This is an optimization exercise on Yosys and OpenROAD, whose aim is small area and a short achievable clock period, not a production implementation.
Function was checked by simulation only, so behaviour that the tests miss may differ from the original.
Power figures rest on the tool's default switching activity, not on a simulated workload.

[flow/run.sh]
#!/bin/bash
# synth_recipe.tcl (not shown) runs the flow's synth.tcl, then flattens the netlist and writes it again
# the make line also repeats each setting of config.mk as NAME=value (left out here)
make -C /OpenROAD-flow-scripts/flow DESIGN_CONFIG=/design/flow/config.mk WORK_HOME=/design/flow/orfs CLKGATE_MAP_FILE= SYNTH_SCRIPT=/design/flow/synth_recipe.tcl finish
[flow/config.mk]
export PLATFORM = sky130hd
export DESIGN_NAME = mips_cpu
export DESIGN_NICKNAME = mips_cpu
export VERILOG_FILES = /design/flow/design.v
export SDC_FILE = /design/flow/constraint.sdc
export NUM_CORES = 4
export LEC_CHECK = 0
export CAP_MARGIN = 20
export CORE_MARGIN = 2
export CORE_UTILIZATION = 40
export SETUP_SLACK_MARGIN = 0.5
export SLEW_MARGIN = 20
export SYNTH_HIERARCHICAL = 1
[flow/constraint.sdc]
create_clock -name core_clock -period 15.0 [get_ports {clk}]
set_input_delay 3.0000 -clock core_clock [delete_from_list [all_inputs] [get_ports {clk}]]
set_output_delay 3.0000 -clock core_clock [all_outputs]
set_load 0.01 [all_outputs]
[flow/design.v]
module add32(
	input wire [31:0] an,
	input wire [15:0] imm,
	output wire [31:0] y
);
wire [15:0] b = imm;
wire [15:0] bn = ~imm;
wire [15:0] xx, yy;
add32_hi_pre pre (.an(an[31:16]), .s(imm[15]), .x(xx), .y(yy));
wire g0_0;
wire p0_0;
wire g0_1;
wire p0_1;
wire g0_2;
wire p0_2;
wire g0_3;
wire p0_3;
wire g0_4;
wire p0_4;
wire g0_5;
wire p0_5;
wire g0_6;
wire p0_6;
wire g0_7;
wire p0_7;
wire g0_8;
wire p0_8;
wire g0_9;
wire p0_9;
wire g0_10;
wire p0_10;
wire g0_11;
wire p0_11;
wire g0_12;
wire p0_12;
wire g0_13;
wire p0_13;
wire g0_14;
wire p0_14;
wire g0_15;
wire p0_15;
wire g1_0;
wire g1_1;
wire g1_2;
wire q1_2;
wire g1_3;
wire q1_3;
wire g1_4;
wire q1_4;
wire g1_5;
wire q1_5;
wire g1_6;
wire q1_6;
wire g1_7;
wire q1_7;
wire g1_8;
wire q1_8;
wire g1_9;
wire q1_9;
wire g1_10;
wire q1_10;
wire g1_11;
wire q1_11;
wire g1_12;
wire q1_12;
wire g1_13;
wire q1_13;
wire g1_14;
wire q1_14;
wire g1_15;
wire q1_15;
wire g2_0;
wire g2_1;
wire g2_2;
wire g2_3;
wire g2_4;
wire q2_4;
wire g2_5;
wire q2_5;
wire g2_6;
wire q2_6;
wire g2_7;
wire q2_7;
wire g2_8;
wire q2_8;
wire g2_9;
wire q2_9;
wire g2_10;
wire q2_10;
wire g2_11;
wire q2_11;
wire g2_12;
wire q2_12;
wire g2_13;
wire q2_13;
wire g2_14;
wire q2_14;
wire g2_15;
wire q2_15;
wire g3_0;
wire g3_1;
wire g3_2;
wire g3_3;
wire g3_4;
wire g3_5;
wire g3_6;
wire g3_7;
wire g3_8;
wire q3_8;
wire g3_9;
wire q3_9;
wire g3_10;
wire q3_10;
wire g3_11;
wire q3_11;
wire g3_12;
wire q3_12;
wire g3_13;
wire q3_13;
wire g3_14;
wire q3_14;
wire g3_15;
wire q3_15;
wire g4_0;
wire g4_1;
wire g4_2;
wire g4_3;
wire g4_4;
wire g4_5;
wire g4_6;
wire g4_7;
wire g4_8;
wire g4_9;
wire g4_10;
wire g4_11;
wire g4_12;
wire g4_13;
wire g4_14;
wire g4_15;
wire fn_0;
wire fn_1;
wire fn_2;
wire fn_3;
wire fn_4;
wire fn_5;
wire fn_6;
wire fn_7;
wire fn_8;
wire fn_9;
wire fn_10;
wire fn_11;
wire fn_12;
wire fn_13;
wire fn_14;
wire fn_15;
  c_nor2 u1 (.a(an[0]), .b(bn[0]), .y(g0_0));
  c_xnor2 u2 (.a(an[0]), .b(b[0]), .y(p0_0));
  c_nor2 u3 (.a(an[1]), .b(bn[1]), .y(g0_1));
  c_xnor2 u4 (.a(an[1]), .b(b[1]), .y(p0_1));
  c_nor2 u5 (.a(an[2]), .b(bn[2]), .y(g0_2));
  c_xnor2 u6 (.a(an[2]), .b(b[2]), .y(p0_2));
  c_nor2 u7 (.a(an[3]), .b(bn[3]), .y(g0_3));
  c_xnor2 u8 (.a(an[3]), .b(b[3]), .y(p0_3));
  c_nor2 u9 (.a(an[4]), .b(bn[4]), .y(g0_4));
  c_xnor2 u10 (.a(an[4]), .b(b[4]), .y(p0_4));
  c_nor2 u11 (.a(an[5]), .b(bn[5]), .y(g0_5));
  c_xnor2 u12 (.a(an[5]), .b(b[5]), .y(p0_5));
  c_nor2 u13 (.a(an[6]), .b(bn[6]), .y(g0_6));
  c_xnor2 u14 (.a(an[6]), .b(b[6]), .y(p0_6));
  c_nor2 u15 (.a(an[7]), .b(bn[7]), .y(g0_7));
  c_xnor2 u16 (.a(an[7]), .b(b[7]), .y(p0_7));
  c_nor2 u17 (.a(an[8]), .b(bn[8]), .y(g0_8));
  c_xnor2 u18 (.a(an[8]), .b(b[8]), .y(p0_8));
  c_nor2 u19 (.a(an[9]), .b(bn[9]), .y(g0_9));
  c_xnor2 u20 (.a(an[9]), .b(b[9]), .y(p0_9));
  c_nor2 u21 (.a(an[10]), .b(bn[10]), .y(g0_10));
  c_xnor2 u22 (.a(an[10]), .b(b[10]), .y(p0_10));
  c_nor2 u23 (.a(an[11]), .b(bn[11]), .y(g0_11));
  c_xnor2 u24 (.a(an[11]), .b(b[11]), .y(p0_11));
  c_nor2 u25 (.a(an[12]), .b(bn[12]), .y(g0_12));
  c_xnor2 u26 (.a(an[12]), .b(b[12]), .y(p0_12));
  c_nor2 u27 (.a(an[13]), .b(bn[13]), .y(g0_13));
  c_xnor2 u28 (.a(an[13]), .b(b[13]), .y(p0_13));
  c_nor2 u29 (.a(an[14]), .b(bn[14]), .y(g0_14));
  c_xnor2 u30 (.a(an[14]), .b(b[14]), .y(p0_14));
  c_nor2 u31 (.a(an[15]), .b(bn[15]), .y(g0_15));
  c_xnor2 u32 (.a(an[15]), .b(b[15]), .y(p0_15));
  c_inv u33 (.a(g0_0), .y(g1_0));
  c_a21oi u34 (.a1(p0_1), .a2(g0_0), .b1(g0_1), .y(g1_1));
  c_a21oi u35 (.a1(p0_2), .a2(g0_1), .b1(g0_2), .y(g1_2));
  c_nand2 u36 (.a(p0_2), .b(p0_1), .y(q1_2));
  c_a21oi u37 (.a1(p0_3), .a2(g0_2), .b1(g0_3), .y(g1_3));
  c_nand2 u38 (.a(p0_3), .b(p0_2), .y(q1_3));
  c_a21oi u39 (.a1(p0_4), .a2(g0_3), .b1(g0_4), .y(g1_4));
  c_nand2 u40 (.a(p0_4), .b(p0_3), .y(q1_4));
  c_a21oi u41 (.a1(p0_5), .a2(g0_4), .b1(g0_5), .y(g1_5));
  c_nand2 u42 (.a(p0_5), .b(p0_4), .y(q1_5));
  c_a21oi u43 (.a1(p0_6), .a2(g0_5), .b1(g0_6), .y(g1_6));
  c_nand2 u44 (.a(p0_6), .b(p0_5), .y(q1_6));
  c_a21oi u45 (.a1(p0_7), .a2(g0_6), .b1(g0_7), .y(g1_7));
  c_nand2 u46 (.a(p0_7), .b(p0_6), .y(q1_7));
  c_a21oi u47 (.a1(p0_8), .a2(g0_7), .b1(g0_8), .y(g1_8));
  c_nand2 u48 (.a(p0_8), .b(p0_7), .y(q1_8));
  c_a21oi u49 (.a1(p0_9), .a2(g0_8), .b1(g0_9), .y(g1_9));
  c_nand2 u50 (.a(p0_9), .b(p0_8), .y(q1_9));
  c_a21oi u51 (.a1(p0_10), .a2(g0_9), .b1(g0_10), .y(g1_10));
  c_nand2 u52 (.a(p0_10), .b(p0_9), .y(q1_10));
  c_a21oi u53 (.a1(p0_11), .a2(g0_10), .b1(g0_11), .y(g1_11));
  c_nand2 u54 (.a(p0_11), .b(p0_10), .y(q1_11));
  c_a21oi u55 (.a1(p0_12), .a2(g0_11), .b1(g0_12), .y(g1_12));
  c_nand2 u56 (.a(p0_12), .b(p0_11), .y(q1_12));
  c_a21oi u57 (.a1(p0_13), .a2(g0_12), .b1(g0_13), .y(g1_13));
  c_nand2 u58 (.a(p0_13), .b(p0_12), .y(q1_13));
  c_a21oi u59 (.a1(p0_14), .a2(g0_13), .b1(g0_14), .y(g1_14));
  c_nand2 u60 (.a(p0_14), .b(p0_13), .y(q1_14));
  c_a21oi u61 (.a1(p0_15), .a2(g0_14), .b1(g0_15), .y(g1_15));
  c_nand2 u62 (.a(p0_15), .b(p0_14), .y(q1_15));
  c_inv u63 (.a(g1_0), .y(g2_0));
  c_inv u64 (.a(g1_1), .y(g2_1));
  c_o21ai u65 (.a1(q1_2), .a2(g1_0), .b1(g1_2), .y(g2_2));
  c_o21ai u66 (.a1(q1_3), .a2(g1_1), .b1(g1_3), .y(g2_3));
  c_o21ai u67 (.a1(q1_4), .a2(g1_2), .b1(g1_4), .y(g2_4));
  c_nor2 u68 (.a(q1_4), .b(q1_2), .y(q2_4));
  c_o21ai u69 (.a1(q1_5), .a2(g1_3), .b1(g1_5), .y(g2_5));
  c_nor2 u70 (.a(q1_5), .b(q1_3), .y(q2_5));
  c_o21ai u71 (.a1(q1_6), .a2(g1_4), .b1(g1_6), .y(g2_6));
  c_nor2 u72 (.a(q1_6), .b(q1_4), .y(q2_6));
  c_o21ai u73 (.a1(q1_7), .a2(g1_5), .b1(g1_7), .y(g2_7));
  c_nor2 u74 (.a(q1_7), .b(q1_5), .y(q2_7));
  c_o21ai u75 (.a1(q1_8), .a2(g1_6), .b1(g1_8), .y(g2_8));
  c_nor2 u76 (.a(q1_8), .b(q1_6), .y(q2_8));
  c_o21ai u77 (.a1(q1_9), .a2(g1_7), .b1(g1_9), .y(g2_9));
  c_nor2 u78 (.a(q1_9), .b(q1_7), .y(q2_9));
  c_o21ai u79 (.a1(q1_10), .a2(g1_8), .b1(g1_10), .y(g2_10));
  c_nor2 u80 (.a(q1_10), .b(q1_8), .y(q2_10));
  c_o21ai u81 (.a1(q1_11), .a2(g1_9), .b1(g1_11), .y(g2_11));
  c_nor2 u82 (.a(q1_11), .b(q1_9), .y(q2_11));
  c_o21ai u83 (.a1(q1_12), .a2(g1_10), .b1(g1_12), .y(g2_12));
  c_nor2 u84 (.a(q1_12), .b(q1_10), .y(q2_12));
  c_o21ai u85 (.a1(q1_13), .a2(g1_11), .b1(g1_13), .y(g2_13));
  c_nor2 u86 (.a(q1_13), .b(q1_11), .y(q2_13));
  c_o21ai u87 (.a1(q1_14), .a2(g1_12), .b1(g1_14), .y(g2_14));
  c_nor2 u88 (.a(q1_14), .b(q1_12), .y(q2_14));
  c_o21ai u89 (.a1(q1_15), .a2(g1_13), .b1(g1_15), .y(g2_15));
  c_nor2 u90 (.a(q1_15), .b(q1_13), .y(q2_15));
  c_inv u91 (.a(g2_0), .y(g3_0));
  c_inv u92 (.a(g2_1), .y(g3_1));
  c_inv u93 (.a(g2_2), .y(g3_2));
  c_inv u94 (.a(g2_3), .y(g3_3));
  c_a21oi u95 (.a1(q2_4), .a2(g2_0), .b1(g2_4), .y(g3_4));
  c_a21oi u96 (.a1(q2_5), .a2(g2_1), .b1(g2_5), .y(g3_5));
  c_a21oi u97 (.a1(q2_6), .a2(g2_2), .b1(g2_6), .y(g3_6));
  c_a21oi u98 (.a1(q2_7), .a2(g2_3), .b1(g2_7), .y(g3_7));
  c_a21oi u99 (.a1(q2_8), .a2(g2_4), .b1(g2_8), .y(g3_8));
  c_nand2 u100 (.a(q2_8), .b(q2_4), .y(q3_8));
  c_a21oi u101 (.a1(q2_9), .a2(g2_5), .b1(g2_9), .y(g3_9));
  c_nand2 u102 (.a(q2_9), .b(q2_5), .y(q3_9));
  c_a21oi u103 (.a1(q2_10), .a2(g2_6), .b1(g2_10), .y(g3_10));
  c_nand2 u104 (.a(q2_10), .b(q2_6), .y(q3_10));
  c_a21oi u105 (.a1(q2_11), .a2(g2_7), .b1(g2_11), .y(g3_11));
  c_nand2 u106 (.a(q2_11), .b(q2_7), .y(q3_11));
  c_a21oi u107 (.a1(q2_12), .a2(g2_8), .b1(g2_12), .y(g3_12));
  c_nand2 u108 (.a(q2_12), .b(q2_8), .y(q3_12));
  c_a21oi u109 (.a1(q2_13), .a2(g2_9), .b1(g2_13), .y(g3_13));
  c_nand2 u110 (.a(q2_13), .b(q2_9), .y(q3_13));
  c_a21oi u111 (.a1(q2_14), .a2(g2_10), .b1(g2_14), .y(g3_14));
  c_nand2 u112 (.a(q2_14), .b(q2_10), .y(q3_14));
  c_a21oi u113 (.a1(q2_15), .a2(g2_11), .b1(g2_15), .y(g3_15));
  c_nand2 u114 (.a(q2_15), .b(q2_11), .y(q3_15));
  c_inv u115 (.a(g3_0), .y(g4_0));
  c_inv u116 (.a(g3_1), .y(g4_1));
  c_inv u117 (.a(g3_2), .y(g4_2));
  c_inv u118 (.a(g3_3), .y(g4_3));
  c_inv u119 (.a(g3_4), .y(g4_4));
  c_inv u120 (.a(g3_5), .y(g4_5));
  c_inv u121 (.a(g3_6), .y(g4_6));
  c_inv u122 (.a(g3_7), .y(g4_7));
  c_o21ai u123 (.a1(q3_8), .a2(g3_0), .b1(g3_8), .y(g4_8));
  c_o21ai u124 (.a1(q3_9), .a2(g3_1), .b1(g3_9), .y(g4_9));
  c_o21ai u125 (.a1(q3_10), .a2(g3_2), .b1(g3_10), .y(g4_10));
  c_o21ai u126 (.a1(q3_11), .a2(g3_3), .b1(g3_11), .y(g4_11));
  c_o21ai u127 (.a1(q3_12), .a2(g3_4), .b1(g3_12), .y(g4_12));
  c_o21ai u128 (.a1(q3_13), .a2(g3_5), .b1(g3_13), .y(g4_13));
  c_o21ai u129 (.a1(q3_14), .a2(g3_6), .b1(g3_14), .y(g4_14));
  c_o21ai u130 (.a1(q3_15), .a2(g3_7), .b1(g3_15), .y(g4_15));
  assign y[0] = p0_0;
  c_xor2 u131 (.a(p0_1), .b(g4_0), .y(y[1]));
  c_xor2 u132 (.a(p0_2), .b(g4_1), .y(y[2]));
  c_xor2 u133 (.a(p0_3), .b(g4_2), .y(y[3]));
  c_xor2 u134 (.a(p0_4), .b(g4_3), .y(y[4]));
  c_xor2 u135 (.a(p0_5), .b(g4_4), .y(y[5]));
  c_xor2 u136 (.a(p0_6), .b(g4_5), .y(y[6]));
  c_xor2 u137 (.a(p0_7), .b(g4_6), .y(y[7]));
  c_xor2 u138 (.a(p0_8), .b(g4_7), .y(y[8]));
  c_xor2 u139 (.a(p0_9), .b(g4_8), .y(y[9]));
  c_xor2 u140 (.a(p0_10), .b(g4_9), .y(y[10]));
  c_xor2 u141 (.a(p0_11), .b(g4_10), .y(y[11]));
  c_xor2 u142 (.a(p0_12), .b(g4_11), .y(y[12]));
  c_xor2 u143 (.a(p0_13), .b(g4_12), .y(y[13]));
  c_xor2 u144 (.a(p0_14), .b(g4_13), .y(y[14]));
  c_xor2 u145 (.a(p0_15), .b(g4_14), .y(y[15]));
  c_mux2i u146 (.a0(yy[0]), .a1(xx[0]), .s(g4_15), .y(fn_0));
  c_xor2 u147 (.a(an[16]), .b(fn_0), .y(y[16]));
  c_mux2i u148 (.a0(yy[1]), .a1(xx[1]), .s(g4_15), .y(fn_1));
  c_xor2 u149 (.a(an[17]), .b(fn_1), .y(y[17]));
  c_mux2i u150 (.a0(yy[2]), .a1(xx[2]), .s(g4_15), .y(fn_2));
  c_xor2 u151 (.a(an[18]), .b(fn_2), .y(y[18]));
  c_mux2i u152 (.a0(yy[3]), .a1(xx[3]), .s(g4_15), .y(fn_3));
  c_xor2 u153 (.a(an[19]), .b(fn_3), .y(y[19]));
  c_mux2i u154 (.a0(yy[4]), .a1(xx[4]), .s(g4_15), .y(fn_4));
  c_xor2 u155 (.a(an[20]), .b(fn_4), .y(y[20]));
  c_mux2i u156 (.a0(yy[5]), .a1(xx[5]), .s(g4_15), .y(fn_5));
  c_xor2 u157 (.a(an[21]), .b(fn_5), .y(y[21]));
  c_mux2i u158 (.a0(yy[6]), .a1(xx[6]), .s(g4_15), .y(fn_6));
  c_xor2 u159 (.a(an[22]), .b(fn_6), .y(y[22]));
  c_mux2i u160 (.a0(yy[7]), .a1(xx[7]), .s(g4_15), .y(fn_7));
  c_xor2 u161 (.a(an[23]), .b(fn_7), .y(y[23]));
  c_mux2i u162 (.a0(yy[8]), .a1(xx[8]), .s(g4_15), .y(fn_8));
  c_xor2 u163 (.a(an[24]), .b(fn_8), .y(y[24]));
  c_mux2i u164 (.a0(yy[9]), .a1(xx[9]), .s(g4_15), .y(fn_9));
  c_xor2 u165 (.a(an[25]), .b(fn_9), .y(y[25]));
  c_mux2i u166 (.a0(yy[10]), .a1(xx[10]), .s(g4_15), .y(fn_10));
  c_xor2 u167 (.a(an[26]), .b(fn_10), .y(y[26]));
  c_mux2i u168 (.a0(yy[11]), .a1(xx[11]), .s(g4_15), .y(fn_11));
  c_xor2 u169 (.a(an[27]), .b(fn_11), .y(y[27]));
  c_mux2i u170 (.a0(yy[12]), .a1(xx[12]), .s(g4_15), .y(fn_12));
  c_xor2 u171 (.a(an[28]), .b(fn_12), .y(y[28]));
  c_mux2i u172 (.a0(yy[13]), .a1(xx[13]), .s(g4_15), .y(fn_13));
  c_xor2 u173 (.a(an[29]), .b(fn_13), .y(y[29]));
  c_mux2i u174 (.a0(yy[14]), .a1(xx[14]), .s(g4_15), .y(fn_14));
  c_xor2 u175 (.a(an[30]), .b(fn_14), .y(y[30]));
  c_mux2i u176 (.a0(yy[15]), .a1(xx[15]), .s(g4_15), .y(fn_15));
  c_xor2 u177 (.a(an[31]), .b(fn_15), .y(y[31]));
endmodule
module add32_hi_pre(
	input wire [15:0] an,
	input wire s,
	output wire [15:0] x,
	output wire [15:0] y
);
genvar k;
generate
	for (k = 0; k < 16; k = k + 1) begin : g
		if (k == 0) begin : z
			assign x[k] = ~s;
			assign y[k] = s;
		end else begin : nz
			assign x[k] = ~s & ~|an[k-1:0];
			assign y[k] = s & &an[k-1:0];
		end
	end
endgenerate
endmodule
module c_inv(input wire a, output wire y); assign y = ~a; endmodule
module c_nand2(input wire a, b, output wire y); assign y = ~(a & b); endmodule
module c_nor2(input wire a, b, output wire y); assign y = ~(a | b); endmodule
module c_xor2(input wire a, b, output wire y); assign y = a ^ b; endmodule
module c_xnor2(input wire a, b, output wire y); assign y = ~(a ^ b); endmodule
module c_a21oi(input wire a1, a2, b1, output wire y); assign y = ~((a1 & a2) | b1); endmodule
module c_o21ai(input wire a1, a2, b1, output wire y); assign y = ~((a1 | a2) & b1); endmodule
module c_mux2i(input wire a0, a1, s, output wire y); assign y = ~(s ? a1 : a0); endmodule
module imm_extender(
	input wire sel_link,
	input wire sel_lui,
	input wire sel_load,
	input wire [31:0] pc_plus4,
	input wire [15:0] imm,
	input wire [31:0] load_data,
	input wire [31:0] alu_y,
	output wire [31:0] wd
);
assign wd = ({32{sel_link}} & pc_plus4) |
            ({32{sel_lui}}  & {imm, 16'd0}) |
            ({32{sel_load}} & load_data) |
            alu_y;
endmodule
module shifter(
	input wire [31:0] a,
	input wire [4:0] shamt,
	output wire [31:0] y
);
assign y = a >> shamt;
endmodule
module alu(
	input wire [31:0] an,        
	input wire [31:0] bn,        
	input wire [15:0] imm,
	input wire [31:0] addr,      
	input wire [4:0] shamt,
	input wire sel_add, sel_addr, sel_and, sel_or, sel_xor, sel_nor,
	input wire sel_slt, sel_sltu, sel_srl,
	input wire use_imm,
	input wire sub,
	output wire [31:0] y,
	output wire d_neg,           
	output wire eq               
);
wire [31:0] a = ~an;
wire [31:0] b = ~bn;
wire [31:0] simm = {{16{imm[15]}}, imm};
wire [31:0] bb = use_imm ? simm : b;
wire [32:0] s = {1'b0, a} + {1'b0, bb ^ {32{sub}}} + {32'd0, sub};
wire ltu = ~s[32];
wire lt = (a[31] ^ bb[31]) ? a[31] : s[31];
wire [31:0] sh;
shifter shft_inst(.a(b), .shamt(shamt), .y(sh));
assign d_neg = s[31];
assign eq = (an == bn);
assign y = ({32{sel_add}}  & s[31:0]) |
           ({32{sel_addr}} & addr) |
           ({32{sel_and}}  & (a & bb)) |
           ({32{sel_or}}   & (a | bb)) |
           ({32{sel_xor}}  & (a ^ bb)) |
           ({32{sel_nor}}  & ~(a | bb)) |
           ({32{sel_srl}}  & sh) |
           {31'd0, (sel_slt & lt) | (sel_sltu & ltu)};
endmodule
module alu_control(
	input wire [31:0] instr,
	output wire sel_add,      
	output wire sel_addr,     
	output wire sel_and,
	output wire sel_or,
	output wire sel_xor,
	output wire sel_nor,
	output wire sel_slt,
	output wire sel_sltu,
	output wire sel_srl,
	output wire sel_lui,
	output wire sel_load,
	output wire sel_link,
	output wire use_imm,      
	output wire sub           
);
wire [5:0] op = instr[31:26];
wire [5:0] fn = instr[5:0];
wire r = (op == 6'h00);
assign sel_add  = r & ((fn == 6'h20) | (fn == 6'h21) | (fn == 6'h02) | (fn == 6'h22) | (fn == 6'h23));
assign sel_addr = (op == 6'h08) | (op == 6'h09) | (op == 6'h0E) | (op == 6'h0B);
assign sel_and  = (r & (fn == 6'h24)) | (op == 6'h0C);
assign sel_or   = (r & (fn == 6'h25)) | (op == 6'h0D);
assign sel_xor  = r & (fn == 6'h26);
assign sel_nor  = r & (fn == 6'h27);
assign sel_slt  = (r & (fn == 6'h2A)) | (op == 6'h0A);
assign sel_sltu = r & (fn == 6'h2B);
assign sel_srl  = r & (fn == 6'h00);
assign sel_lui  = (op == 6'h0F);
assign sel_load = (op == 6'h23);
assign sel_link = (op == 6'h03);
assign use_imm  = ~r & (op != 6'h01) & (op[5:2] != 4'b0001);
assign sub      = ~r | (fn == 6'h22) | (fn == 6'h23) | (fn == 6'h2A) | (fn == 6'h2B);
endmodule
module control_unit(
	input  wire [31:0] instr,
	output wire        reg_write,
	output wire [4:0]  wa,
	output wire        mem_read,
	output wire        mem_write,
	output wire        jr,
	output wire        jump,
	output wire        br_eq,     
	output wire        br_ne,     
	output wire        br_neg,    
	output wire        br_nneg,   
	output wire        br_le,     
	output wire        br_gt      
);
wire [5:0] op = instr[31:26];
wire [5:0] fn = instr[5:0];
wire [4:0] rt = instr[20:16];
wire r = (op == 6'h00);
assign jr = r & (fn == 6'h08);
assign jump = (op == 6'h02) | (op == 6'h03);
assign mem_read = (op == 6'h23);
assign mem_write = (op == 6'h2B);
assign reg_write = (r & (fn != 6'h08)) | (op == 6'h23) | (op == 6'h03) |
                   (op[5:3] == 3'b001);
assign wa = (op == 6'h03) ? 5'd31 : r ? instr[15:11] : rt;
wire regimm = (op == 6'h01);
assign br_eq   = (op == 6'h04) | (regimm & (rt[4:1] != 4'd0));
assign br_ne   = (op == 6'h05);
assign br_neg  = regimm & (rt == 5'd0);
assign br_nneg = regimm & (rt == 5'd1);
assign br_le   = (op == 6'h06);
assign br_gt   = (op == 6'h07);
endmodule
module reg_file(
	input wire clk,
	input wire rst,
	input wire we,
	input wire [4:0] ra1,
	input wire [4:0] ra2,
	input wire [4:0] wa,
	input wire [31:0] wd,
	output wire [31:0] rd1n,  
	output wire [31:0] rd2n   
);
reg [31:0] registers [31:1];
reg [31:1] valid;
integer i;
always @(posedge clk) begin
	for (i = 1; i < 32; i = i + 1)
		if (we && wa == i)
			registers[i] <= wd;
end
always @(posedge clk or posedge rst) begin
	if (rst)
		valid <= 31'd0;
	else
		for (i = 1; i < 32; i = i + 1)
			if (we && wa == i)
				valid[i] <= 1'b1;
end
wire [31:1] sel1, sel2;
rf_dec dec1 (.ra(ra1), .valid(valid), .sel(sel1));
rf_dec dec2 (.ra(ra2), .valid(valid), .sel(sel2));
genvar b, r;
generate
	for (b = 0; b < 32; b = b + 1) begin : col
		wire [31:1] q;
		for (r = 1; r < 32; r = r + 1) begin : row
			assign q[r] = registers[r][b];
		end
		rf_mux31 m1 (.q(q), .sel(sel1), .yn(rd1n[b]));
		rf_mux31 m2 (.q(q), .sel(sel2), .yn(rd2n[b]));
	end
endgenerate
endmodule
module rf_dec(
	input wire [4:0] ra,
	input wire [31:1] valid,
	output wire [31:1] sel
);
genvar i;
generate
	for (i = 1; i < 32; i = i + 1) begin : s
		assign sel[i] = valid[i] & (ra == i);
	end
endgenerate
endmodule
module rf_mux31(
	input wire [31:1] q,
	input wire [31:1] sel,
	output wire yn
);
wire [10:0] n;
genvar g;
generate
	for (g = 0; g < 10; g = g + 1) begin : t
		rf_ao222n c (.a(q[3*g+1]), .b(sel[3*g+1]), .c(q[3*g+2]), .d(sel[3*g+2]),
		             .e(q[3*g+3]), .f(sel[3*g+3]), .y(n[g]));
	end
endgenerate
rf_nand2 c10 (.a(q[31]), .b(sel[31]), .y(n[10]));
wire [2:0] m;
rf_nand4 k0 (.a(n[0]), .b(n[1]), .c(n[2]), .d(n[3]), .y(m[0]));
rf_nand4 k1 (.a(n[4]), .b(n[5]), .c(n[6]), .d(n[7]), .y(m[1]));
rf_nand3 k2 (.a(n[8]), .b(n[9]), .c(n[10]), .y(m[2]));
rf_nor3 k3 (.a(m[0]), .b(m[1]), .c(m[2]), .y(yn));
endmodule
module rf_ao222n(input wire a, b, c, d, e, f, output wire y);
assign y = ~((a & b) | (c & d) | (e & f));
endmodule
module rf_nand2(input wire a, b, output wire y);
assign y = ~(a & b);
endmodule
module rf_nand4(input wire a, b, c, d, output wire y);
assign y = ~(a & b & c & d);
endmodule
module rf_nand3(input wire a, b, c, output wire y);
assign y = ~(a & b & c);
endmodule
module rf_nor3(input wire a, b, c, output wire y);
assign y = ~(a | b | c);
endmodule
module pc_reg(
	input wire clk,
	input wire rst,
	input wire [31:0] rsn,       
	input wire [25:0] instr,     
	input wire jr,
	input wire jump,
	input wire taken,
	output reg [31:0] pc,
	output wire [31:0] pc_plus4
);
wire [29:0] pc4_hi = pc[31:2] + 30'd1;
wire [29:0] br_hi = pc4_hi + {{14{instr[15]}}, instr[15:0]};
assign pc_plus4 = {pc4_hi, pc[1:0]};
wire [31:0] pc_next = jr    ? ~rsn :
                      jump  ? {pc4_hi[29:26], instr[25:0], 2'b00} :
                      taken ? {br_hi, pc[1:0]} :
                              pc_plus4;
always @(posedge clk or posedge rst) begin
	if (rst)
		pc <= 32'b0;
	else
		pc <= pc_next;
end
endmodule
module mips_cpu (
    input  wire        clk,
    input  wire        rst,
    output wire [31:0] imem_addr,    
    input  wire [31:0] imem_rdata,   
    output wire [31:0] dmem_addr,    
    output wire [31:0] dmem_wdata,   
    output wire        dmem_we,      
    output wire        dmem_re,      
    input  wire [31:0] dmem_rdata    
);
    wire [31:0] instr = imem_rdata;
    wire [31:0] pc, pc_plus4;
    wire [31:0] rs_n, rt_n;          
    wire [31:0] addr;
    wire [31:0] alu_y;
    wire [31:0] wd;
    wire d_neg, eq;
    wire reg_write, mem_read, mem_write, jr, jump;
    wire br_eq, br_ne, br_neg, br_nneg, br_le, br_gt;
    wire [4:0] wa;
    wire sel_add, sel_addr, sel_and, sel_or, sel_xor, sel_nor, sel_slt, sel_sltu, sel_srl;
    wire sel_lui, sel_load, sel_link, use_imm, sub;
    control_unit ctrl_inst (
        .instr(instr), .reg_write(reg_write), .wa(wa), .mem_read(mem_read),
        .mem_write(mem_write), .jr(jr), .jump(jump), .br_eq(br_eq), .br_ne(br_ne),
        .br_neg(br_neg), .br_nneg(br_nneg), .br_le(br_le), .br_gt(br_gt)
    );
    alu_control alu_ctrl_inst (
        .instr(instr), .sel_add(sel_add), .sel_addr(sel_addr), .sel_and(sel_and),
        .sel_or(sel_or), .sel_xor(sel_xor), .sel_nor(sel_nor), .sel_slt(sel_slt),
        .sel_sltu(sel_sltu), .sel_srl(sel_srl), .sel_lui(sel_lui), .sel_load(sel_load),
        .sel_link(sel_link), .use_imm(use_imm), .sub(sub)
    );
    reg_file rf_inst (
        .clk(clk), .rst(rst), .we(reg_write),
        .ra1(instr[25:21]), .ra2(instr[20:16]), .wa(wa), .wd(wd),
        .rd1n(rs_n), .rd2n(rt_n)
    );
    add32 addr_adder (.an(rs_n), .imm(instr[15:0]), .y(addr));
    alu alu_inst (
        .an(rs_n), .bn(rt_n), .imm(instr[15:0]), .addr(addr), .shamt(instr[10:6]),
        .sel_add(sel_add), .sel_addr(sel_addr), .sel_and(sel_and), .sel_or(sel_or),
        .sel_xor(sel_xor), .sel_nor(sel_nor), .sel_slt(sel_slt), .sel_sltu(sel_sltu),
        .sel_srl(sel_srl), .use_imm(use_imm), .sub(sub), .y(alu_y), .d_neg(d_neg), .eq(eq)
    );
    wire taken = (br_eq & eq) | (br_ne & ~eq) | (br_neg & d_neg) | (br_nneg & ~d_neg) |
                 (br_le & (d_neg | eq)) | (br_gt & ~d_neg & ~eq);
    pc_reg pcreg_inst (
        .clk(clk), .rst(rst), .rsn(rs_n), .instr(instr[25:0]), .jr(jr), .jump(jump),
        .taken(taken), .pc(pc), .pc_plus4(pc_plus4)
    );
    imm_extender wb_inst (
        .sel_link(sel_link), .sel_lui(sel_lui), .sel_load(sel_load),
        .pc_plus4(pc_plus4), .imm(instr[15:0]), .load_data(dmem_rdata), .alu_y(alu_y),
        .wd(wd)
    );
    assign imem_addr  = pc;
    assign dmem_addr  = addr;
    assign dmem_wdata = ~rt_n;
    assign dmem_we    = mem_write;
    assign dmem_re    = mem_read;
endmodule
==> metrics.md, run 1 <==
| Metric | Value |
|---|---|
| Status | timing/DRC/antenna clean |
| Sequential share of the synthesized area | 58.2% |
| Multiplexer share of the synthesized area | under 10% |
| Worst Skew | just under 70 ps |
| Post-CTS Resized | 0 |
| Vias in the first global route | around 43000 |
| Chip Width | 371 µm |
| Mapped Area | about 54000 µm² |
| Via/cell ratio | 7.26 |
| Worst Hold Launch | rf_inst.valid[13]$_DFFE_PP0P_ |
| #FFs+latches synth | around 1100 |
| Crit end category | output port |
| XOR/XNOR Fraction of Synth Area | roughly 2.9% |
| Cts hold-fix bufs | 0 |
| Netlist cell types | ~110 |
| Syn avg cell area | 13.2 µm² |
| H-tree Lvls | 3 |
| Initial core utilization | 40.3% |
| FILL cells | around 12000 |
| Reg2reg end | pcreg_inst.pc[31]$_DFF_PP0_ |
| Hold path endpoint | rf_inst.valid[13]$_DFFE_PP0P_ |
| WL per Instance | ~38 µm |
| Initial antenna violation count | 6 |
| CP Launch Type | primary input |
| Largest family of logic cells by synthesized area | compound AO/OA/AOI/OAI gates |
| Async SR Flop Fraction | 5.97% |
| CTS Buffer Depth | 3 |
| Row cnt | ~130 |
| TritonRoute pass-1 iters | 14 |
| Final count of hold timing violations | 0 |
| Syn Nets | 4284 |
| Adder-Cell Fraction of Synth Area | 3.12% |
| Top area cells in the synthesized netlist | edfxtp_1, a222oi_1, ha_1, dfrtp_1, mux2i_1 |
| Layout cells sized above 1 | between 10 and 15% |
| I/O pins | about 160 |
| Critical path peak fanout | 17 |
| Skew-Pair Late Insertion Delay | 750 ps |
| Cell taking the most area after synthesis | edfxtp_1 |
| First-pass GRT wire length | 326 mm |
| RePlAce Congestion | 1.03 |
| Worst EP required | roughly 12000 ps |
| Nets | between 4000 and 5000 |
| FF+latch area | around 31000 µm² |
| WS Path Type | primary input to output port |
| Final Setup Violations | 0 |
| Final min period | between 10000 and 15000 ps |
| Root Buffer | clkbuf_16 |
| R2R Setup Slk | approximately 6700 ps |
| Setup Buffers After CTS | 0 |
| Synth Area in Simple Gates | about a tenth |
| Final Cycle Share | between 80% and 90% |
| RR Startpoint | rf_inst.valid[15]$_DFFE_PP0P_ |
| VDD IR-drop max | 0.000104 V |
| Worst hold path type | flop to flop |
| Dpl hpwl | 156 mm |
| Synth warn | 9 |
| PwrDens | approximately 130 nW/µm² |
| Slew margin rel. | approximately 15% |
| Area Growth Syn to Fin | 16.0% |
| Top FF cell, synth | edfxtp_1 |
| R2R depth | 21 |
| Crit-path cells | clkdlybuf4s50_1 > and3b_2 > and3_2 > buf_4 > a222oi_1 > nand4_1 > nor3_2 > xnor2_1 > nand2_1 > nor2_1 > nand2_1 > o21ai_2 > buf_4 > mux2i_1 > xor2_1 > clkdlybuf4s50_1 |
| EDFF count, synth | about 990 |
| DR vias | between 40000 and 50000 |
| CORE AREA | ~130000 µm² |
| Residual DRC | 0 |
| Die Height | 371 µm |
| FMAX | 78.8 MHz |
| Die Footprint | roughly 140000 µm² |
| Slew Limit Fails | 0 |
| Final TNS setup | 0 ps |
| RSZ-0062 raised after global routing | false |
| P_leak | roughly 22 nW |
| Initial DRC Count | about 11000 |
| Max stage delay on crit path | 1150 ps |
| Reg clk slew, reported paths | approximately 60 ps |
| Critical path's slowest cell | nor3_2 |
| Slew @ Worst Pin | ~1300 ps |
| Number of port buffers | about 160 |
| Max reg flops | about 990 |
| Max-cap violation count | 0 |
| GRT Total Usage | 33.4% |
| Hold Path Cell Cnt | 1 |
| Overflow after GRT | 0 |
| CTS buffer count | 110 |
| Yosys top cell area share | a little under three fifths |
| Final wirelength | around 240 mm |
| Critical path arrival | ~9700 ps |
| Multi-input gate area | approximately 22000 µm² |
| Synth Area in Compound Gates | about a fifth |
| Post-synthesis instance total | roughly 4000 |
| Post-layout util | between 40 and 50% |
| Maximum number of pins on one net before global-route repair | 50 |
| DRT antenna net count | 0 |
| CTS tree | done |
| Clk sinks | 1055 |
-- logic make-up after synthesis --
group / Yosys count
multiplexers: 136
flip-flops: 1055
adder cells (fa/ha/maj): 133
XOR/XNOR: 178
buffers and inverters: 312
AND/OR/NAND/NOR: 1011
AO/OA/AOI/OAI: 1260
-- per-module statistics from Yosys (local to each module, per instance), a selection --
module,times used,area [µm²]
alu,1,5220
c_a21oi,27,8.76
c_inv,15,3.75
c_mux2i,16,10.0
c_nor2,28,3.75
imm_extender,1,492
mips_cpu,1,160
pc_reg,1,3920
reg_file,1,31100
rf_nand4,128,6.26
-- power breakdown --
group	internal [mW]	switching (mW)
sequential	3.30	0.0833
combinational	0.686	1.22
clock	1.50	1.18
-- layout by cell type, fill, tap and decap left out, types with 78 or more instances in the layout --
cell type,n
a21oi_1,102
a222oi_1,640
a22oi_1,78
buf_4,190
clkbuf_16,111
clkdlybuf4s50_1,161
edfxtp_1,992
ha_1,131
inv_1,199
mux2i_1,99
nand2_1,224
nand3_1,113
nand4_1,146
nor2_1,141
o21ai_0,82
xnor2_1,86
xor2_1,92
-- synthesized netlist by cell type, types with 28 or more instances --
| cell type | n |
|---|---|
| a21o_1 | 32 |
| a21oi_1 | 102 |
| a21oi_2 | 31 |
| a222oi_1 | 640 |
| a22oi_1 | 78 |
| and3_1 | 77 |
| clkbuf_1 | 68 |
| dfrtp_1 | 63 |
| edfxtp_1 | 992 |
| ha_1 | 131 |
| inv_1 | 199 |
| mux2i_1 | 99 |
| nand2_1 | 226 |
| nand3_1 | 114 |
| nand4_1 | 146 |
| nor2_1 | 171 |
| nor3_1 | 31 |
| nor3_2 | 64 |
| nor4_1 | 28 |
| o21ai_0 | 82 |
| o21ai_1 | 28 |
| o21bai_1 | 39 |
| xnor2_1 | 86 |
| xor2_1 | 92 |
-- metrics by stage --
stage	area (µm²)	power (mW)	instances	setup slack, ps	hold slack, ps
after floorplan	53900	4.49	4085	5150	448
after global placement	59000	5.28	6096	2620	475
after detailed placement	59000	5.27	6096	2780	478
after CTS	62500	7.92	6300	2750	495
after global routing	62500	8.19	6300	2330	512
final	62500	7.96	6306	2310	493
-- layer usage --
layer | global-route usage, % | vias up | wire [µm]
li1 | - | 18400 | -
met1 | 43.6 | 22600 | 86300
met2 | 48.3 | 4108 | 99400
met3 | 10.2 | 695 | 34600
met4 | 21.0 | 8 | 17700
met5 | 0.874 | - | 201
-- critical path: cells and delay by family --
| family | cells | cell delay, ps |
|---|---|---|
| muxes | 1 | 300 |
| AOI/OAI and AO/OA | 2 | 520 |
| xor gates and xnor gates | 2 | 690 |
| and+or+nand+nor | 7 | 2970 |
| buffers and inverters | 4 | 2160 |
-- area by class of cell --
type	instances	area share [%]
diodes	6	0.0240
clock buffers	140	4.63
clock inverters	64	1.00
inverters	202	1.21
multi-input cells	2718	34.5
flip-flops and latches	1055	50.2
well taps	1768	3.54
repair buffers	353	4.88
-- worst max path at each step --
stage                               end            from  slack [ps]  cells past startpoint
after CTS                 dmem_addr[22]  imem_rdata[23]        2750                     16
after global placement    dmem_addr[22]  imem_rdata[21]        2620                     16
after detailed placement  dmem_addr[22]  imem_rdata[23]        2780                     16
after floorplan           dmem_addr[18]  imem_rdata[23]        5150                     12
final                     dmem_addr[22]  imem_rdata[22]        2310                     16
after global routing      dmem_addr[22]  imem_rdata[23]        2330                     16
==> inputs of run 2 (changes only) <==
--- a/flow/config.mk
+++ b/flow/config.mk
@@ -9,4 +9,4 @@
 export CORE_MARGIN = 2
-export CORE_UTILIZATION = 40
-export SETUP_SLACK_MARGIN = 0.5
+export CORE_UTILIZATION = 55
+export SETUP_SLACK_MARGIN = 5
 export SLEW_MARGIN = 20
==> run 2 against run 1 <==
- non-clock buffer count is 110 higher
- synthesized cell count stayed put
- clock power hardly changed
- cell count is 6.2% lower
- largest cell class unchanged
- hold slack worse by 8.7 ps
==> metrics.md, run 2 <==
| Metric | Value |
|---|---|
| Final min period | around 10000 ps |
| Cell Count Post-Placement | approximately 5600 |
| Sequential share of the synthesized area | about three fifths |
| Critical path arrival | roughly 7200 ps |
| Vias in the first global route | 43800 |
| FILL cells | between 7000 and 8000 |
| Synth warn | 9 |
| CORE AREA | just under 100000 µm² |
| Post-synth top cells | edfxtp_1, a222oi_1, nand2_1, inv_1, nor2_1 |
| Initial core utilization | a little under three fifths |
| Via/cell ratio | approximately 8 |
| Crit-path cells | buf_12 > nor3b_4 > and3_4 > buf_12 > buf_12 > buf_4 > a222oi_1 > nand4_1 > nor3_4 > buf_4 > buf_6 > nor2_1 > a21oi_2 > o21ai_2 > a21oi_2 > o21ai_4 > buf_12 > buf_16 > mux2i_1 > xor2_1 > buf_2 |
| GRT Total Usage | 46.6% |
| Final Cycle Share | between 60% and 70% |
| Gate power share | about a quarter |
| WL per Instance | between 40 and 50 µm |
| Max-cap violation count | 0 |
| Final wirelength | around 240 mm |
| Syn avg cell area | around 13 µm² |
| Reg clk slew, reported paths | about 60 ps |
| H-tree Lvls | 3 |
| Clk sinks | 1055 |
| Number of port buffers | between 150 and 200 |
| Critical path peak fanout | 8 |
| Slew margin rel. | 23.2% |
| Internal | 5.57 mW |
| First-pass GRT wire length | 328 mm |
| Row cnt | about 110 |
| Final TNS setup | 0 ps |
| R2R Setup Slk | 7830 ps |
| Sw Share | between 30% and 40% |
| Die Height | between 300 and 400 µm |
| Post-synthesis instance total | between 4000 and 5000 |
| Syn Nets | approximately 4300 |
| TritonRoute pass-1 iters | 13 |
| Netlist cell types | around 110 |
| Worst EP required | between 10000 and 15000 ps |
| I/O pins | 164 |
| Most common cell in the netlist | edfxtp_1 |
| RePlAce Congestion | 1.04 |
| Multi-input gate area | between 20000 and 25000 µm² |
| Most common cell after layout, fill and taps aside | edfxtp_1 |
| Root Buffer | clkbuf_16 |
| Critical path's slowest cell | nand4_1 |
| Dpl hpwl | between 150 and 200 mm |
| CTS Buffer Depth | 3 |
| Skew-Pair Late Insertion Delay | roughly 730 ps |
| DRT antenna net count | 0 |
| Maximum number of pins on one net before global-route repair | 50 |
| Switching Power | 2.55 mW |
| FF+latch area | 31400 µm² |
| EDFF count, synth | roughly 990 |
| Most used cell, CP | buf_12 |
| Worst Skew | 46.8 ps |
| Top area cells in the synthesized netlist | edfxtp_1, a222oi_1, ha_1, dfrtp_1, mux2i_1 |
| WS Path Type | primary input to output port |
| P_leak | between 20 and 25 nW |
| Final Setup Violations | 0 |
| CTS tree | done |
| Crit end category | output port |
| Status | timing/DRC/antenna clean |
| Initial antenna violation count | 5 |
| Yosys top cell area share | ~55% |
| RSZ-0062 raised after global routing | true |
| Most frequent cells in the layout | edfxtp_1, a222oi_1, buf_4 |
| Residual DRC | 0 |
| VDD IR-drop max | roughly 0.00014 V |
| Cts hold-fix bufs | 0 |
| CP Launch Type | primary input |
| Final count of hold timing violations | 0 |
| CTS buffer count | about 110 |
| Seq pwr share | about two fifths |
| Cell taking the most area after synthesis | edfxtp_1 |
| Hold WS | 484 ps |
| #FFs+latches synth | between 1000 and 1500 |
| Setup slack after layout | roughly 4800 ps |
| PwrDens | 127 nW/µm² |
| Initial DRC Count | ~12000 |
| Mapped Area | around 54000 µm² |
| Async SR Flop Fraction | between 5 and 6% |
| Clock share of power | 32.9% |
| Layout cells sized above 1 | between 10% and 20% |
| Die Footprint | about 100000 µm² |
| Post-Layout Cell Count | between 5000 and 6000 |
| Max reg flops | roughly 1000 |
| Nets | 4746 |
| Max stage delay on crit path | between 400 and 500 ps |
| Slew @ Worst Pin | between 1000 and 1500 ps |
| Overflow after GRT | 0 |
| Area Growth Syn to Fin | 18.5% |
| Worst slack at placement | roughly 2400 ps |
| Worst hold path type | flop to flop |
| DR vias | around 47000 |
| FMAX | 97.7 MHz |
| Slew Limit Fails | 0 |
| Top FF cell, synth | edfxtp_1 |
| Chip Width | ~320 µm |
[run 2: cell counts after synthesis]
No cell type changed its count.
[run 2: modules after synthesis (local to each module, per instance), a selection]
| module | flops+latches | cell area, µm² | cells | copies in the design |
|---|---|---|---|---|
| add32 | 0 | 67.6 | 17 | 1 |
| c_inv | 0 | 3.75 | 1 | 15 |
| c_mux2i | 0 | 10.0 | 1 | 16 |
| c_nor2 | 0 | 3.75 | 1 | 28 |
| c_o21ai | 0 | 5.00 | 1 | 22 |
| c_xnor2 | 0 | 8.76 | 1 | 16 |
| c_xor2 | 0 | 8.76 | 1 | 31 |
| imm_extender | 0 | 492 | 72 | 1 |
| pc_reg | 32 | 3920 | 488 | 1 |
| reg_file | 1023 | 31100 | 1114 | 1 |
| rf_ao222n | 0 | 10.0 | 1 | 640 |
| rf_dec | 0 | 318 | 47 | 2 |
| rf_nand2 | 0 | 3.75 | 1 | 64 |
| rf_nand4 | 0 | 6.26 | 1 | 128 |
| rf_nor3 | 0 | 10.0 | 1 | 64 |
[run 2: area by class of cell]
cell class / count / area share (%)
flip-flops and latches: 1055 / 49.1
diodes: 4 / 0.0157
well taps: 1276 / 2.50
clock inverters: 70 / 1.20
inverters: 202 / 1.19
clock buffers: 125 / 4.23
repair buffers: 463 / 6.81
multi-input cells: 2720 / 34.9
[run 2: final timing paths]
kind                                                  to                     startpoint  cells after the start
setup reg to reg             pcreg_inst.pc[24]$_DFF_PP0_   rf_inst.valid[2]$_DFFE_PP0P_                     22
hold reg to reg            rf_inst.valid[23]$_DFFE_PP0P_  rf_inst.valid[23]$_DFFE_PP0P_                      1
setup / recovery                           dmem_addr[22]                 imem_rdata[24]                     21
min in group asynchronous    pcreg_inst.pc[25]$_DFF_PP0_                            rst                      3
max in group asynchronous  rf_inst.valid[16]$_DFFE_PP0P_                            rst                      3
hold / removal             rf_inst.valid[23]$_DFFE_PP0P_  rf_inst.valid[23]$_DFFE_PP0P_                      1
[run 2: per-layer routing]
metal  global-route usage, %  vias up  share of wire (%)
li1                        -    18700                  -
met1                    59.2    22800                 33
met2                    67.3     4785                 41
met3                    15.5      990                 17
met4                    33.4        2                9.1
met5                   0.142        -             0.0054
[run 2: logic make-up after synthesis]
family	Yosys count	synth area share [%]
AOI/OAI and AO/OA	1260	20.1
DFF	1055	58.2
and+or+nand+nor	1011	10.5
buffers and inverters	312	2.43
xor gates and xnor gates	178	2.89
muxes	136	2.77
adders and majority gates	133	3.12
[run 2: worst max-delay path, delay by kind of cell]
kind | cells | cell delay [ps]
mux | 1 | 190
simple gates | 5 | 1230
compound gates | 5 | 1030
buf+inv | 9 | 1410
xor+xnor | 1 | 340
[run 2: what timing repair did]
item / 4_1_cts / 5_1_grt
setup buffers: 77 / 37
pin swaps: 79 / 34
resized for setup: 230 / 98
cloned: 6 / 6
endpoints found under the setup margin: 125 / 150
endpoints found under the hold margin: 0 / 0
[run 2: stage by stage]
step | instance area, µm² | utilization [%] | power (mW)
after floorplan | 53900 | - | 4.49
after global placement | 58200 | 60.1 | 5.30
after detailed placement | 58200 | 60.1 | 5.29
after CTS | 63200 | 65.3 | 8.00
after global routing | 63900 | 65.9 | 8.33
final | 63900 | 66.0 | 8.12
[run 2: power by group through the flow]
| stage | Clock (mW) | Combinational [mW] | Sequential, mW |
|---|---|---|---|
| floorplan | 0 | 1.05 | 3.43 |
| global placement | 0 | 1.86 | 3.44 |
| detailed placement | 0 | 1.85 | 3.44 |
| CTS | 2.67 | 1.95 | 3.38 |
| global route | 2.79 | 2.14 | 3.39 |
| finish | 2.67 | 2.06 | 3.39 |
==> inputs of run 3 (changes only) <==
--- a/flow/design.v
+++ b/flow/design.v
@@ -495,2 +495,3 @@
 	output wire [31:0] rd1n,  
+	output wire [31:0] rd1an,  
 	output wire [31:0] rd2n   
@@ -523,3 +524,3 @@
 		end
-		rf_mux31 m1 (.q(q), .sel(sel1), .yn(rd1n[b]));
+		rf_mux31d m1 (.q(q), .sel(sel1), .yn(rd1n[b]), .yn2(rd1an[b]));
 		rf_mux31 m2 (.q(q), .sel(sel2), .yn(rd2n[b]));
@@ -560,2 +561,24 @@
 endmodule
+module rf_mux31d(
+	input wire [31:1] q,
+	input wire [31:1] sel,
+	output wire yn,
+	output wire yn2
+);
+wire [10:0] n;
+genvar g;
+generate
+	for (g = 0; g < 10; g = g + 1) begin : t
+		rf_ao222n c (.a(q[3*g+1]), .b(sel[3*g+1]), .c(q[3*g+2]), .d(sel[3*g+2]),
+		             .e(q[3*g+3]), .f(sel[3*g+3]), .y(n[g]));
+	end
+endgenerate
+rf_nand2 c10 (.a(q[31]), .b(sel[31]), .y(n[10]));
+wire [2:0] m;
+rf_nand4 k0 (.a(n[0]), .b(n[1]), .c(n[2]), .d(n[3]), .y(m[0]));
+rf_nand4 k1 (.a(n[4]), .b(n[5]), .c(n[6]), .d(n[7]), .y(m[1]));
+rf_nand3 k2 (.a(n[8]), .b(n[9]), .c(n[10]), .y(m[2]));
+rf_nor3 k3 (.a(m[0]), .b(m[1]), .c(m[2]), .y(yn));
+rf_nor3 k4 (.a(m[0]), .b(m[1]), .c(m[2]), .y(yn2));
+endmodule
 module rf_ao222n(input wire a, b, c, d, e, f, output wire y);
@@ -614,2 +637,3 @@
     wire [31:0] rs_n, rt_n;          
+    wire [31:0] rs_an;               
     wire [31:0] addr;
@@ -637,5 +661,5 @@
         .ra1(instr[25:21]), .ra2(instr[20:16]), .wa(wa), .wd(wd),
-        .rd1n(rs_n), .rd2n(rt_n)
+        .rd1n(rs_n), .rd1an(rs_an), .rd2n(rt_n)
     );
-    add32 addr_adder (.an(rs_n), .imm(instr[15:0]), .y(addr));
+    add32 addr_adder (.an(rs_an), .imm(instr[15:0]), .y(addr));
     alu alu_inst (
==> flow/flow/run.sh (new file) <==
#!/bin/bash
set -euo pipefail
export BUFFER_PORTS_ARGS="-buffer_cell sky130_fd_sc_hd__buf_2"
bash standard.sh SETUP_SLACK_MARGIN=${MARGIN:-7.5} finish > make_finish.log 2>&1
==> flow/standard.sh (new file) <==
#!/bin/bash
# synth_recipe.tcl (not shown) runs the flow's synth.tcl, then flattens the netlist and writes it again
# the make line also repeats each setting of config.mk as NAME=value (left out here)
make -C /OpenROAD-flow-scripts/flow DESIGN_CONFIG=/design/flow/config.mk WORK_HOME=/design/flow/orfs CLKGATE_MAP_FILE= SYNTH_SCRIPT=/design/flow/synth_recipe.tcl "${@:-finish}"
--- a/flow/config.mk
+++ b/flow/config.mk
@@ -9,4 +9,3 @@
 export CORE_MARGIN = 2
-export CORE_UTILIZATION = 55
-export SETUP_SLACK_MARGIN = 5
+export CORE_UTILIZATION = 60
 export SLEW_MARGIN = 20
removed: flow/run.sh
==> run 3 against run 2 <==
- the flow now stops in global routing (5_1_grt)
- synthesized cell count increased by 0.78%
- area after synthesis increased by 0.59%
==> metrics.md, run 3 <==
| Metric | Value |
|---|---|
| Status | stopped before the end |
| Last stage reached | global routing (5_1_grt) |
| Stop err | [ERROR GRT-0232] Routing congestion too high. Check the congestion heatmap in the GUI. |
| Cell Count Post-Placement | ~5500 |
| DP Area | 57700 µm² |
| RePlAce Congestion | 1.06 |
| Synth warn | 9 |
| Post-synth top cells | edfxtp_1, a222oi_1, nand2_1, inv_1, nor2_1 |
| Initial core utilization | 60.4% |
| Root Buffer | clkbuf_16 |
| H-tree Lvls | 3 |
| Mapped Area | between 50000 and 60000 µm² |
| Syn Nets | 4316 |
| Top area cells in the synthesized netlist | edfxtp_1, a222oi_1, ha_1, dfrtp_1, mux2i_1 |
| Die Height | a little over 300 µm |
| Row cnt | 110 |
| Maximum number of pins on one net before global-route repair | 50 |
| Overflow after GRT | 8 |
| Most common cell in the netlist | edfxtp_1 |
| Cell taking the most area after synthesis | edfxtp_1 |
| Sequential share of the synthesized area | 57.9% |
| Yosys top cell area share | between 50% and 60% |
| CTS Buffer Depth | 3 |
| I/O pins | 164 |
| #FFs+latches synth | 1055 |
| Netlist cell types | about 110 |
| Post-synthesis instance total | approximately 4000 |
| Top FF cell, synth | edfxtp_1 |
| Chip Width | roughly 300 µm |
| Async SR Flop Fraction | roughly 6% |
| Syn avg cell area | between 10 and 15 µm² |
| Clk sinks | around 1100 |
| CTS buffer count | 103 |
| Dpl hpwl | approximately 150 mm |
| Number of port buffers | approximately 160 |
| Worst slack at placement | 4140 ps |
| EDFF count, synth | 992 |
| GRT Total Usage | between 60% and 70% |
[run 3: cell count changes after synthesis, sizes merged]
cell / change
nor3: +32
[run 3: per-module statistics from Yosys (local to each module, per instance), excerpt]
module / cells / area [µm²]
rf_ao222n: 1 / 10.0
alu: 723 / 5220
c_a21oi: 1 / 8.76
c_mux2i: 1 / 10.0
add32_hi_pre: 59 / 347
imm_extender: 72 / 492
c_inv: 1 / 3.75
c_o21ai: 1 / 5.00
c_xor2: 1 / 8.76
rf_nand4: 1 / 6.26
c_nor2: 1 / 3.75
rf_nand3: 1 / 5.00
control_unit: 41 / 279
reg_file: 1114 / 31100
[run 3: worst max-delay path by stage]
stage,startpoint,end,slack (ps),cells after the start
4_1_cts,imem_rdata[21],dmem_addr[30],5430,14
3_5_place_dp,imem_rdata[21],dmem_addr[30],4140,14
3_3_place_gp,imem_rdata[21],dmem_addr[30],4180,14
2_1_floorplan,imem_rdata[25],dmem_addr[18],6210,12
[run 3: routing by layer]
layer / overflow / global-route usage [%]
met5: 0 / 28.6
met4: 3 / 60.6
met3: 0 / 51.8
met2: 5 / 83.4
met1: 0 / 73.0
[run 3: power by group through the flow]
| stage | registers [mW] | logic, mW | clock network [mW] |
|---|---|---|---|
| global placement | 3.45 | 1.77 | 0 |
| detailed placement | 3.44 | 1.77 | 0 |
| CTS | 3.42 | 2.16 | 2.65 |
| floorplan | 3.44 | 1.08 | 0 |
[run 3: cells by family after synthesis]
kind of cell / synth area share (%)
XOR/XNOR: 2.88
multiplexers: 2.76
flip-flops: 57.9
AO/OA/AOI/OAI: 20.0
AND/OR/NAND/NOR: 11.0
adder cells (fa/ha/maj): 3.10
buffers and inverters: 2.41
[run 3: repair_timing]
action                     4_1_cts
pin swaps                      407
setup buffers                  436
hold buffers                     0
cloned                         100
gates resized for setup        700
setup endpoints to repair     1086
[run 3: stage by stage]
stage / hold slack (ps) / utilization (%)
after floorplan: 448 / -
after global placement: 486 / 64.3
after detailed placement: 488 / 64.3
after CTS: 543 / 77.4
==> inputs of run 4 (changes only) <==
==> flow/flow/run.sh (replaced) <==
#!/bin/bash
# Own layout flow: the standard flow (standard.sh, standard synthesis
# unchanged) with changes only to how the layout is made:
#  - the port buffers are sky130_fd_sc_hd__buf_2 instead of the delay cell
#    that buffer_ports picks by default;
#  - clock tree synthesis without dummy loads, with larger sink clusters.
# The clock period, constraints, tap cells and power grid are the standard ones.
# make's full output goes to make_finish.log; ORFS keeps each step's log in orfs/logs.
set -euo pipefail
export BUFFER_PORTS_ARGS="-buffer_cell sky130_fd_sc_hd__buf_2"
export CTS_ARGS="-sink_clustering_enable -repair_clock_nets -dont_use_dummy_load -sink_clustering_size 30 -sink_clustering_max_diameter 100"
bash standard.sh finish > make_finish.log 2>&1
--- a/flow/config.mk
+++ b/flow/config.mk
@@ -9,3 +9,4 @@
 export CORE_MARGIN = 2
-export CORE_UTILIZATION = 60
+export CORE_UTILIZATION = 55
+export SETUP_SLACK_MARGIN = 5
 export SLEW_MARGIN = 20
==> run 4 against run 3 <==
- synthesized cell count stayed put
- area after synthesis is the same
- now clean on timing, DRC and antenna
==> metrics.md, run 4 <==
| Metric | Value |
|---|---|
| VDD IR-drop max | approximately 0.00012 V |
| Synth Area in Compound Gates | between 15 and 20% |
| DR vias | between 40000 and 50000 |
| CP Launch Type | primary input |
| M3 GR Usage | 12.5% |
| Final wirelength | ~230 mm |
| Clk sinks | about 1100 |
| Worst Skew | roughly 110 ps |
| Slew @ Worst Pin | about 1200 ps |
| Vias in the first global route | 41900 |
| FMAX | roughly 100 MHz |
| RePlAce Congestion | around 1.1 |
| Nets | between 4000 and 5000 |
| Root Buffer | clkbuf_16 |
| WS Path Type | primary input to output port |
| Netlist cell types | around 110 |
| TritonRoute pass-1 iters | 22 |
| PwrDens | approximately 110 nW/µm² |
| Initial core utilization | roughly 55% |
| Top area cells in the synthesized netlist | edfxtp_1, a222oi_1, ha_1, dfrtp_1, mux2i_1 |
| Worst slack at placement | about 4000 ps |
| Most common cell in the netlist | edfxtp_1 |
| Top FF cell, synth | edfxtp_1 |
| Crit end category | output port |
| Yosys top cell area share | a little over half |
| Max reg flops | 992 |
| Status | timing/DRC/antenna clean |
| Worst EP required | 12000 ps |
| Residual DRC | 0 |
| I/O pins | 164 |
| First-pass GRT wire length | 321 mm |
| Syn Nets | 4316 |
| GRT Total Usage | about 45% |
| Adder-Cell Fraction of Synth Area | under 10% |
| Skew-Pair Late Insertion Delay | 700 ps |
| Most frequent cells in the layout | edfxtp_1, a222oi_1, buf_4 |
| EDFF count, synth | slightly below 1000 |
| Via/cell ratio | 7.98 |
| Synth Area in Simple Gates | 11.0% |
| Mapped Area | 54200 µm² |
| Most Used Layer, Global Route | met2 |
| FILL cells | 7758 |
| Slew Limit Fails | 0 |
| #FFs+latches synth | between 1000 and 1500 |
| Syn avg cell area | ~13 µm² |
| Cts hold-fix bufs | 0 |
| Hold WS | around 520 ps |
| Final TNS setup | 0 ps |
| Setup slack after layout | roughly 5000 ps |
| Final Setup Violations | 0 |
| CTS buffer count | 43 |
| P_leak | about 22 nW |
| Dpl hpwl | 156 mm |
| Max-cap violation count | 0 |
| Routing usage on met2 | between 60% and 70% |
| Post-synth top cells | edfxtp_1, a222oi_1, nand2_1, inv_1, nor2_1 |
| Initial DRC Count | about 12000 |
| Overflow after GRT | 0 |
| Critical path arrival | between 7000 and 8000 ps |
| Slew margin rel. | 19.9% |
| Final Cycle Share | around two thirds |
| Number of port buffers | 163 |
| Reg clk slew, reported paths | 110 ps |
| Initial antenna violation count | 8 |
| Final min period | approximately 10000 ps |
| Cell taking the most area after synthesis | edfxtp_1 |
| Post-layout util | between 60% and 70% |
| Critical path peak fanout | 32 |
| Post-synthesis instance total | just over 4000 |
| Die Height | 318 µm |
| Final count of hold timing violations | 0 |
| CTS tree | done |
| XOR/XNOR Fraction of Synth Area | 2.88% |
| Async SR Flop Fraction | approximately 6% |
| Die Footprint | about 100000 µm² |
| WL per Instance | ~41 µm |
| CTS Buffer Depth | 3 |
| Layout cells sized above 1 | 17.9% |
| Row cnt | 115 |
| Synth warn | 9 |
| Global-route track usage on met1 | roughly three fifths |
| Largest family of logic cells by synthesized area | compound AO/OA/AOI/OAI gates |
| H-tree Lvls | 2 |
| Sequential share of the synthesized area | 57.9% |
| DRT antenna net count | 0 |
| RSZ-0062 raised after global routing | false |
| Area Growth Syn to Fin | 10.6% |
| Worst hold path type | flop to flop |
| Maximum number of pins on one net before global-route repair | 50 |
| Chip Width | roughly 320 µm |
| CORE AREA | just under 100000 µm² |
| Multiplexer share of the synthesized area | between 2 and 3% |
| Most common cell after layout, fill and taps aside | edfxtp_1 |
-- run 4: cell counts after synthesis --
Identical to the previous run, type by type.
-- run 4: worst paths after layout --
kind	start	to	slack [ps]	cells after the start
setup / recovery	imem_rdata[21]	dmem_addr[15]	4960	15
hold / removal	rf_inst.valid[2]$_DFFE_PP0P_	rf_inst.valid[2]$_DFFE_PP0P_	520	1
setup reg to reg	rf_inst.valid[3]$_DFFE_PP0P_	pcreg_inst.pc[24]$_DFF_PP0_	7510	22
hold reg to reg	rf_inst.valid[2]$_DFFE_PP0P_	rf_inst.valid[2]$_DFFE_PP0P_	520	1
max in group asynchronous	rst	pcreg_inst.pc[7]$_DFF_PP0_	12090	3
min in group asynchronous	rst	rf_inst.valid[3]$_DFFE_PP0P_	2490	3
-- run 4: modules after synthesis (local to each module, per instance), excerpt --
module        area (µm²)  times used  flip-flops and latches
pc_reg              3920           1                      32
shifter             1840           1                       0
mips_cpu             160           1                       0
rf_nand4            6.26         128                       0
c_o21ai             5.00          22                       0
c_xor2              8.76          31                       0
c_nor2              3.75          28                       0
rf_nand2            3.75          64                       0
add32               67.6           1                       0
c_nand2             3.75          22                       0
add32_hi_pre         347           1                       0
rf_dec               318           2                       0
-- run 4: routing by layer --
layer / vias to the layer above / wire, µm
met2: 4242 / 98900
met3: 695 / 36500
met4: 4 / 19100
met1: 22500 / 79100
met5: - / 25
li1: 18400 / -
-- run 4: metrics by stage --
step           cells  instance area [µm²]  power, mW
2_1_floorplan   4117                54200       4.50
3_3_place_gp    5624                57700       5.26
3_5_place_dp    5624                57700       5.25
4_1_cts         5727                59500       6.63
5_1_grt         5757                60000       6.91
6_report        5759                60000       6.74
-- run 4: layout make-up --
type	count	area (µm²)	area share, %
Timing Repair Buffer	417	2790	4.65
Sequential cell	1055	31400	52.3
Inverter	202	762	1.27
Clock buffer	43	1080	1.79
Antenna cell	5	12.5	0.0209
Multi-Input combinational cell	2750	22400	37.3
Tap cell	1287	1610	2.69
-- run 4: cells by family (layout without fill, tap and decap cells) --
group	after synthesis	after routing
AOI/OAI and AO/OA	1260	1260
muxes	136	136
DFF	1055	1055
xor gates and xnor gates	178	178
adders and majority gates	133	133
other	0	5
and+or+nand+nor	1043	1043
buffers and inverters	312	662
-- run 4: power breakdown --
group	total [mW]	switching, mW	internal, mW	leakage (nW)
Sequential	3.39	0.0931	3.30	10.0
Combinational	1.96	1.32	0.646	11.5
Clock	1.39	0.871	0.517	0.530
Total	6.74	2.28	4.46	22.0
-- run 4: timing repair --
item                                   CTS  global route
gates resized for setup                 58            40
setup endpoints to repair               38            39
pin swaps                               46            35
endpoints found under the hold margin    0             0
setup buffers                           60            27
-- run 4: critical path, cell delays in order --
cell and delay, ps:
clkbuf_4 230, and3b_2 270, and3_2 210, buf_4 290, a222oi_1 390, nand4_1 140
buf_4 180, nor3_4 320, xnor2_2 220, nand2_1 160, o21ai_1 260, a21oi_2 70
o21ai_1 170, xor2_1 800, buf_2 270

## static timing again, ports no longer ideal
The results above use ideal ports. As a check the final layouts listed here were re-extracted and re-timed, cells and wires unchanged.
Step 1 assumes that a clkbuf_16 drives the clock port and a buf_2 every other input.
Step 2 moves the port delays by t, midway between the first and last clock arrival at a register: inputs arrive t later, outputs are due t later. That takes back most of the time a late clock gives input paths.
Three values: ideal, step 1, step 2; two values: the first two.
run	shift t [ns]	slack for setup (ns)	worst hold slack (ns)	latest minus earliest clock arrival (ns)
run 1	0.783	2.307 / 2.272 / 2.272	0.493 / 0.493 / 0.493	0.069 / 0.069
run 2	0.774	4.761 / 4.641 / 4.328	0.484 / 0.484 / 0.484	0.047 / 0.046
run 4	0.718	4.956 / 4.916 / 4.370	0.519 / 0.519 / 0.519	0.112 / 0.112
After both steps every run listed still meets setup and hold. For run 4, which loses most, drivers alone change the setup slack by -0.040 ns; drivers and shift together by -0.586 ns.
